This is an optimization exercise on Yosys and OpenROAD, whose aim is small area, not a production implementation.
At most, simulation tests tie the RTL to the original design; equivalence was not proved.
Power and IR drop assume default switching activity.

Setup of job 5814:
==> flow/design.v <==
module commu
(
	input clk,
	input rst,
	input [3:0]key,
	input RxA,
	input RxB,
	output [5:0]dig,
	output [0:7]seg,
	output TxA,
	output TxB,
	output busy,
	output [3:0] led
);
reg [12:0] kq;
wire kq_j = ((kq & 13'h1eee) == 13'h18c4);
wire smp = kq_j;
wire kq_fb = (^(kq & 13'h100d)) ^ 1'b0 ^ kq_j;
always @(posedge clk)
	if (rst) kq <= 13'h1962;
	else kq <= {~kq[11:0], kq_fb};
reg ph1, ph2, ph3;
always @(posedge clk) begin ph1 <= smp; ph2 <= ph1; ph3 <= ph2; end
reg [2:0] r0, r1, r2, r3;
always @(posedge clk)
	if (rst) begin r0 <= 0; r1 <= 0; r2 <= 0; r3 <= 0; end
	else if (smp) begin
		r0 <= key[0] ? 3'b000 : {r0[2] | r0[1], r0[0], ~r0[2]};
		r2 <= key[2] ? 3'b000 : {r2[2] | r2[1], r2[0], ~r2[2]};
		r3 <= key[3] ? 3'b000 : {r3[2] | r3[1], r3[0], ~r3[2]};
		r1 <= key[1] ? {1'b0, r1[2] & ~r1[0], 1'b0} : {r1[2] | (r1[1] & r1[0]), r1[0], ~r1[2]};
	end
wire r0_4 = r0[1] & ~r0[0];
wire r1_4 = r1[2] & r1[1] & ~r1[0];
wire r2_4 = r2[1] & ~r2[0];
wire r3_4 = r3[1] & ~r3[0];
wire f0 = ph2 & r0_4;
wire f1 = ph2 & r1_4;
wire f2 = ph2 & r2_4;
wire f3 = ph2 & r3_4;
wire k1o = ph1 ? ~(~r1[0] & (r1[2] ^ r1[1])) : ~(r1[2] & ~r1[0]);
reg [2:0] cur;
reg [3:0] dat0, dat1, dat2, dat3, dat4, dat5;
reg start, txstate, send_rate, rec_rate;
function [3:0] inc_mask(input en, input [3:0] d);
	inc_mask = {en & d[2] & d[1] & d[0], en & d[1] & d[0], en & d[0], en};
endfunction
always @(posedge clk) begin
	start <= (cur == 3'd6) & ~k1o;	 
	if (rst) begin
		cur <= 0; txstate <= 0; send_rate <= 0; rec_rate <= 0;
		dat0 <= 0; dat1 <= 0; dat2 <= 0; dat3 <= 0; dat4 <= 0; dat5 <= 0;
	end else begin
		if (f0) cur <= (cur == 3'd6) ? 3'd0 : cur + 1'b1;
		dat0 <= dat0 ^ inc_mask(f1 & (cur == 3'd0), dat0);
		dat1 <= dat1 ^ inc_mask(f1 & (cur == 3'd1), dat1);
		dat2 <= dat2 ^ inc_mask(f1 & (cur == 3'd2), dat2);
		dat3 <= dat3 ^ inc_mask(f1 & (cur == 3'd3), dat3);
		dat4 <= dat4 ^ inc_mask(f1 & (cur == 3'd4), dat4);
		dat5 <= dat5 ^ inc_mask(f1 & (cur == 3'd5), dat5);
		if (f2) txstate <= ~txstate;
		if (f3 & ~txstate) send_rate <= ~send_rate;
		if (f3 & txstate) rec_rate <= ~rec_rate;
	end
end
reg [8:0] dq;
wire dq_j = ((dq & 9'hff) == 9'h62);
wire dstep = dq_j;
wire dq_fb = (^(dq & 9'h110)) ^ 1'b1 ^ dq_j;
always @(posedge clk)
	if (rst) dq <= 9'hf1;
	else dq <= {~dq[7:0], dq_fb};
reg [2:0] dsel;
always @(posedge clk)
	if (rst) dsel <= 0;
	else if (dstep) dsel <= (dsel == 3'd5) ? 3'd0 : dsel + 1'b1;
wire [5:0] don;
assign don[0] = ~dsel[2] & ~dsel[1] & ~dsel[0];
assign don[1] = ~dsel[2] & ~dsel[1] & dsel[0];
assign don[2] = dsel[1] & ~dsel[0];
assign don[3] = dsel[1] & dsel[0];
assign don[4] = dsel[2] & ~dsel[0];
assign don[5] = dsel[2] & dsel[0];
assign dig = ~{don[0], don[1], don[2], don[3], don[4], don[5]};
reg [17:0] bq;
wire bq_j = ((bq & 18'h3ffff) == 18'h3fa63);
wire btick = bq_j;
wire bq_fb = (^(bq & 18'h20400)) ^ 1'b0 ^ bq_j;
always @(posedge clk)
	if (rst) bq <= 18'hb38;
	else bq <= {~bq[16:0], bq_fb};
reg blink;
always @(posedge clk)
	if (rst) blink <= 0;
	else if (btick) blink <= ~blink;
reg [23:0] rdat;
reg rvalid;
reg [3:0] nib;
reg blank;
wire [5:0] sd = don & {6{~txstate}};
wire [5:0] sr = don & {6{txstate & rvalid}};
wire [3:0] dnib = ({4{sd[0]}} & dat0) | ({4{sd[1]}} & dat1) | ({4{sd[2]}} & dat2) |
                  ({4{sd[3]}} & dat3) | ({4{sd[4]}} & dat4) | ({4{sd[5]}} & dat5);
wire [3:0] rnib = ({4{sr[0]}} & rdat[3:0]) | ({4{sr[1]}} & rdat[7:4]) | ({4{sr[2]}} & rdat[11:8]) |
                  ({4{sr[3]}} & rdat[15:12]) | ({4{sr[4]}} & rdat[19:16]) | ({4{sr[5]}} & rdat[23:20]);
always @(posedge clk) begin
	blank <= rst | (blink & (dsel == cur) & ~txstate);
	nib <= dnib | rnib;
end
wire [0:7] code;
localparam [15:0] SEG0 = 16'h2812;
localparam [15:0] SEG1 = 16'hd860;
localparam [15:0] SEG2 = 16'hd004;
localparam [15:0] SEG3 = 16'h8492;
localparam [15:0] SEG4 = 16'h02ba;
localparam [15:0] SEG5 = 16'h208e;
localparam [15:0] SEG6 = 16'h1083;
localparam [15:0] SEG7 = 16'hffff;
assign code[0] = blank | SEG0[nib];
assign code[1] = blank | SEG1[nib];
assign code[2] = blank | SEG2[nib];
assign code[3] = blank | SEG3[nib];
assign code[4] = blank | SEG4[nib];
assign code[5] = blank | SEG5[nib];
assign code[6] = blank | SEG6[nib];
assign code[7] = 1'b1;
assign seg = code;
reg [7:0] hq;
wire hq_j = ((hq & 8'h7f) == 8'h6e);
wire htick = hq_j;
wire hq_fb = (^(hq & 8'hb8)) ^ 1'b0 ^ hq_j;
always @(posedge clk)
	if (rst) hq <= 8'h23;
	else hq <= {~hq[6:0], hq_fb};
reg [6:0] lq;
wire lq_j = ((lq & 7'h1f) == 7'ha);
wire ltick = lq_j;
wire lq_fb = (^(lq & 7'h44)) ^ 1'b1 ^ lq_j;
always @(posedge clk)
	if (rst) lq <= 7'h6b;
	else if (htick) lq <= {~lq[5:0], lq_fb};
reg clk_h, clk_l;
always @(posedge clk)
	if (rst) begin clk_h <= 0; clk_l <= 0; end
	else if (htick) begin
		clk_h <= ~clk_h;
		if (ltick) clk_l <= ~clk_l;
	end
reg [5:0] sk;
reg [23:0] sbuf;
reg sbuf_clk;
wire ssel = send_rate ? clk_h : clk_l;
wire sstep = ssel & ~sbuf_clk;
wire s_idle = sk[5] & sk[4] & ~sk[3] & sk[2] & sk[1];	 
wire s_load = sk[5] & sk[4] & sk[3];			 
always @(posedge clk) begin
	sbuf_clk <= ssel;	 
	if (rst) sk <= 6'd55;
	else if (sstep & ~(s_idle & sk[0] & ~start)) sk <= (s_idle & start) ? 6'd63 : sk + 1'b1;	 
	if (sstep & s_load) sbuf <= {dat5, dat4, dat3, dat2, dat1, dat0};
end
wire s_sym = sk[0] & ~(sk[5] & sk[4]);			 
wire sbit = sbuf[sk[5:1]];
assign TxA = s_sym & sbit;
assign TxB = s_sym & ~sbit;
assign busy = ~(sk[5] & sk[4] & sk[2] & sk[1] & sk[0]);	 
reg [5:0] rk;
reg [23:0] rbuf;
reg rbuf_clk;
wire rsel = rec_rate ? clk_h : clk_l;
wire rstep = ~rsel & rbuf_clk;
wire rbit = RxA & ~RxB;
wire r_wait = rk[5] & rk[4];				 
wire r_idle = r_wait & rk[2] & rk[1];			 
wire r_copy = r_wait & rk[2] & rk[0];			 
wire r_bit = ~rk[0] & ~r_wait;				 
always @(posedge clk) begin
	if (rst) rbuf_clk <= 0; else rbuf_clk <= rsel;
	if (rst) begin rk <= 6'd54; rvalid <= 0; end
	else if (rstep) begin
		if (~r_idle | RxA | RxB) rk <= r_idle ? 6'd1 : rk + 1'b1;
		if (r_copy) rvalid <= 1;
	end
	if (rstep & (r_bit | (r_idle & (RxA | RxB)))) rbuf <= {rbit, rbuf[23:1]};
	if (rstep & r_copy) rdat <= rbuf;
end
reg led1;
always @(posedge clk) led1 <= ~rst & TxA;
wire tx_chg = ph3 & r2_4;
wire rt_chg = ph3 & r3_4;
wire tx_old = txstate ^ tx_chg;
assign led[0] = tx_old;
assign led[1] = led1;
assign led[2] = send_rate ^ (rt_chg & ~tx_old);
assign led[3] = rec_rate ^ (rt_chg & tx_old);
endmodule
==> flow/config.mk <==
export PLATFORM = sky130hd
export DESIGN_NAME = commu
export DESIGN_NICKNAME = commu
export VERILOG_FILES = /design/flow/design.v
export SDC_FILE = /design/flow/constraint.sdc
export NUM_CORES = 4
export LEC_CHECK = 0
export CAP_MARGIN = 20
export CORE_MARGIN = 2
export CORE_UTILIZATION = 40
export PLACE_DENSITY = 0.6
export SLEW_MARGIN = 20
==> flow/constraint.sdc <==
create_clock -name core_clock -period 10.0 [get_ports {clk}]
set_input_delay 2.0000 -clock core_clock [delete_from_list [all_inputs] [get_ports {clk}]]
set_output_delay 2.0000 -clock core_clock [all_outputs]
set_load 0.01 [all_outputs]
standard.sh (not shown) runs the stock make flow with config.mk's settings and CLKGATE_MAP_FILE= SYNTH_SCRIPT=/design/flow/synth_recipe.tcl, a recipe that flattens the netlist after the stock synthesis.
==> flow/flow/run.sh <==
#!/bin/bash
# Standard ORFS layout with smaller port buffers and a clock tree without dummy loads.
set -euo pipefail
export BUFFER_PORTS_ARGS="-buffer_cell sky130_fd_sc_hd__buf_1"
export CTS_ARGS="-sink_clustering_enable -repair_clock_nets -sink_clustering_size 16 -sink_clustering_max_diameter 60 -buf_list sky130_fd_sc_hd__clkbuf_8 -dont_use_dummy_load"
bash standard.sh > standard_flow.log 2>&1
### job 5814 -> job 2265
--- a/flow/design.v
+++ b/flow/design.v
@@ -12,13 +12,13 @@
 	output busy,
 	output [3:0] led
 );
 reg [12:0] kq;
-wire kq_j = ((kq & 13'h1eee) == 13'h18c4);
+wire kq_j = ((kq & 13'hfee) == 13'h9ae);
 wire smp = kq_j;
-wire kq_fb = (^(kq & 13'h100d)) ^ 1'b0 ^ kq_j;
+wire kq_fb = (^(kq & 13'h1001)) ^ 1'b1 ^ kq_j;
 always @(posedge clk)
-	if (rst) kq <= 13'h1962;
+	if (rst) kq <= 13'hdfd;
 	else kq <= {~kq[11:0], kq_fb};
 reg ph1, ph2, ph3;
 always @(posedge clk) begin ph1 <= smp; ph2 <= ph1; ph3 <= ph2; end
 reg [2:0] r0, r1, r2, r3;
@@ -155,9 +155,9 @@
 wire s_load = sk[5] & sk[4] & sk[3];			 
 always @(posedge clk) begin
 	sbuf_clk <= ssel;	 
 	if (rst) sk <= 6'd55;
-	else if (sstep & ~(s_idle & sk[0] & ~start)) sk <= (s_idle & start) ? 6'd63 : sk + 1'b1;	 
+	else if (sstep) sk <= s_idle ? (start ? 6'd63 : 6'd55) : sk + 1'b1;
 	if (sstep & s_load) sbuf <= {dat5, dat4, dat3, dat2, dat1, dat0};
 end
 wire s_sym = sk[0] & ~(sk[5] & sk[4]);			 
 wire sbit = sbuf[sk[5:1]];
@@ -169,17 +169,17 @@
 reg rbuf_clk;
 wire rsel = rec_rate ? clk_h : clk_l;
 wire rstep = ~rsel & rbuf_clk;
 wire rbit = RxA & ~RxB;
-wire r_wait = rk[5] & rk[4];				 
-wire r_idle = r_wait & rk[2] & rk[1];			 
-wire r_copy = r_wait & rk[2] & rk[0];			 
-wire r_bit = ~rk[0] & ~r_wait;				 
+wire r_idle = rk[5] & rk[4] & rk[2] & rk[0];		 
+wire r_copy = rk[5] & rk[4] & rk[2] & ~rk[0];		 
+wire r_bit = rk[0] & ~(rk[5] & (rk[4] | (rk[3] & rk[2] & rk[1])));	 
 always @(posedge clk) begin
 	if (rst) rbuf_clk <= 0; else rbuf_clk <= rsel;
-	if (rst) begin rk <= 6'd54; rvalid <= 0; end
+	if (rst) begin rk <= 6'd53; rvalid <= 0; end
 	else if (rstep) begin
-		if (~r_idle | RxA | RxB) rk <= r_idle ? 6'd1 : rk + 1'b1;
+		if (r_idle) begin if (RxA | RxB) rk <= 6'd0; end
+		else rk <= r_copy ? 6'd53 : rk + 1'b1;
 		if (r_copy) rvalid <= 1;
 	end
 	if (rstep & (r_bit | (r_idle & (RxA | RxB)))) rbuf <= {rbit, rbuf[23:1]};
 	if (rstep & r_copy) rdat <= rbuf;
## What came out
sk[3] as the critical path launch point was reported by job 2265, and sk[1] by job 5814.
In the flow results for job 2265 and job 5814, the worst hold slack is larger on job 2265.
Diff job 5814..job 2265 | synthesis-to-layout area growth | negligible
Job 2265 vs. job 5814: final period utilization fell 0.55 points; non-clock inverter total of the final layout fell 1; sequential group share of total power about even.
| routed wire length per instance | job 2265 vs job 5814 | ≈ equal |
In the tables for job 2265 and job 5814, time the final worst path needs with I/O delays and setup reads higher with job 5814.
The core of job 2265 is less densely filled than that of job 5814.
Job 2265 against job 5814: setup slack of the critical path after layout rose 55 ps, effective utilization at floorplan fell by 0.38 points, clock latency reported for the late side of the worst-skew pair level, final design instance area without fill higher, combinational power share decreased by 0.4 points relative to the old numbers.
In the route summary, job 2265 ends up with a via count exceeding that of job 5814.
Only the layout flow was run in job 2265; the RTL was not checked for function there.


run K:
Another version of the RTL of commu (not shown whole).
Size: ~200 flip-flops, ~29 I/O pins, roughly 0.0078 mm^2 of cells after synthesis.
clock: 10.0 ns
lec_check: 0
cap_margin: 20
core_margin: 2
core_utilization: 40
place_density: 0.6
slew_margin: 20
Scripts as last shown in full above: flow/flow/run.sh
Modified inputs, run G compared to run K
--- a/flow/design.v
+++ b/flow/design.v
@@ -13,20 +13,23 @@
 	output [3:0] led
 );
 reg [12:0] kq;
 wire kq_j = ((kq & 13'h1eee) == 13'h18c4);
 wire smp = kq_j;
 wire kq_fb = (^(kq & 13'h100d)) ^ 1'b0 ^ kq_j;
 always @(posedge clk)
 	if (rst) kq <= 13'h1962;
 	else kq <= {~kq[11:0], kq_fb};
-reg ph1, ph2, ph3;
-always @(posedge clk) begin ph1 <= smp; ph2 <= ph1; ph3 <= ph2; end
+reg [1:0] phc;
+always @(posedge clk) phc <= smp ? 2'd1 : (phc == 2'd0 ? 2'd0 : phc + 1'b1);
+wire ph1 = (phc == 2'd1);
+wire ph2 = (phc == 2'd2);
+wire ph3 = (phc == 2'd3);
 reg [2:0] r0, r1, r2, r3;
 always @(posedge clk)
 	if (rst) begin r0 <= 0; r1 <= 0; r2 <= 0; r3 <= 0; end
 	else if (smp) begin
 		r0 <= key[0] ? 3'b000 : {r0[2] | r0[1], r0[0], ~r0[2]};
 		r2 <= key[2] ? 3'b000 : {r2[2] | r2[1], r2[0], ~r2[2]};
 		r3 <= key[3] ? 3'b000 : {r3[2] | r3[1], r3[0], ~r3[2]};
 		r1 <= key[1] ? {1'b0, r1[2] & ~r1[0], 1'b0} : {r1[2] | (r1[1] & r1[0]), r1[0], ~r1[2]};
 	end
@@ -150,19 +153,19 @@
 reg [23:0] sbuf;
 reg sbuf_clk;
 wire ssel = send_rate ? clk_h : clk_l;
 wire sstep = ssel & ~sbuf_clk;
 wire s_idle = sk[5] & sk[4] & ~sk[3] & sk[2] & sk[1];	 
 wire s_load = sk[5] & sk[4] & sk[3];			 
 always @(posedge clk) begin
 	sbuf_clk <= ssel;	 
 	if (rst) sk <= 6'd55;
-	else if (sstep) sk <= s_idle ? (start ? 6'd63 : 6'd55) : sk + 1'b1;
+	else if (sstep & ~(s_idle & sk[0] & ~start)) sk <= (s_idle & start) ? 6'd63 : sk + 1'b1;	 
 	if (sstep & s_load) sbuf <= {dat5, dat4, dat3, dat2, dat1, dat0};
 end
 wire s_sym = sk[0] & ~(sk[5] & sk[4]);			 
 wire sbit = sbuf[sk[5:1]];
 assign TxA = s_sym & sbit;
 assign TxB = s_sym & ~sbit;
 assign busy = ~(sk[5] & sk[4] & sk[2] & sk[1] & sk[0]);	 
 reg [5:0] rk;
 reg [23:0] rbuf;
--- outcome ---
Diff run K..run G | maximum level of the CTS H-tree | unchanged. Run G vs. run K: fraction of met3 tracks used by global routing fell by 0.23 points, half-perimeter wire length after placement dropped about 0.5%, combinational power climbed about 1%, share of the cycle needed by the critical path after routing went down by 0.34 points. Compared with run K, run G shows a post-detailed-route wirelength per cell that is 1.5% higher.
No run of this note included a check of the RTL's function; only the layout flow was run.

==> re-timing with driven ports <==
In the flow no input, the clock included, has a driving cell. The finished layouts below were timed again as built, in two steps. Step 1 (the two cells are an assumption about what drives the block):
set clk [get_ports {clk}]
set_driving_cell -lib_cell sky130_fd_sc_hd__clkbuf_16 $clk
set_driving_cell -lib_cell sky130_fd_sc_hd__buf_2 [delete_from_list [all_inputs] $clk]
Step 2 times the ports against the registers' clock, not the clock port: input delays grow and output delays shrink by t, the midpoint of the rising clock arrivals with the driver on. a / b / c = ideal / step 1 / step 2; a / b = the first two.
| run | shift t [ns] | setup slack, ns | worst slew at a driven data input, ns | cell pins on the clock port's net |
|---|---|---|---|---|
| job 5814 | 0.485 | 5.512 / 5.474 / 5.960 | 0.03 | 1 |
| job 2265 | 0.480 | 5.568 / 5.530 / 6.010 | 0.04 | 1 |
| run K | 0.482 | 5.510 / 5.469 / 5.892 | 0.04 | 1 |
| run G | 0.481 | 5.544 / 5.506 / 5.986 | 0.03 | 1 |
After both steps every run listed still meets setup and hold.
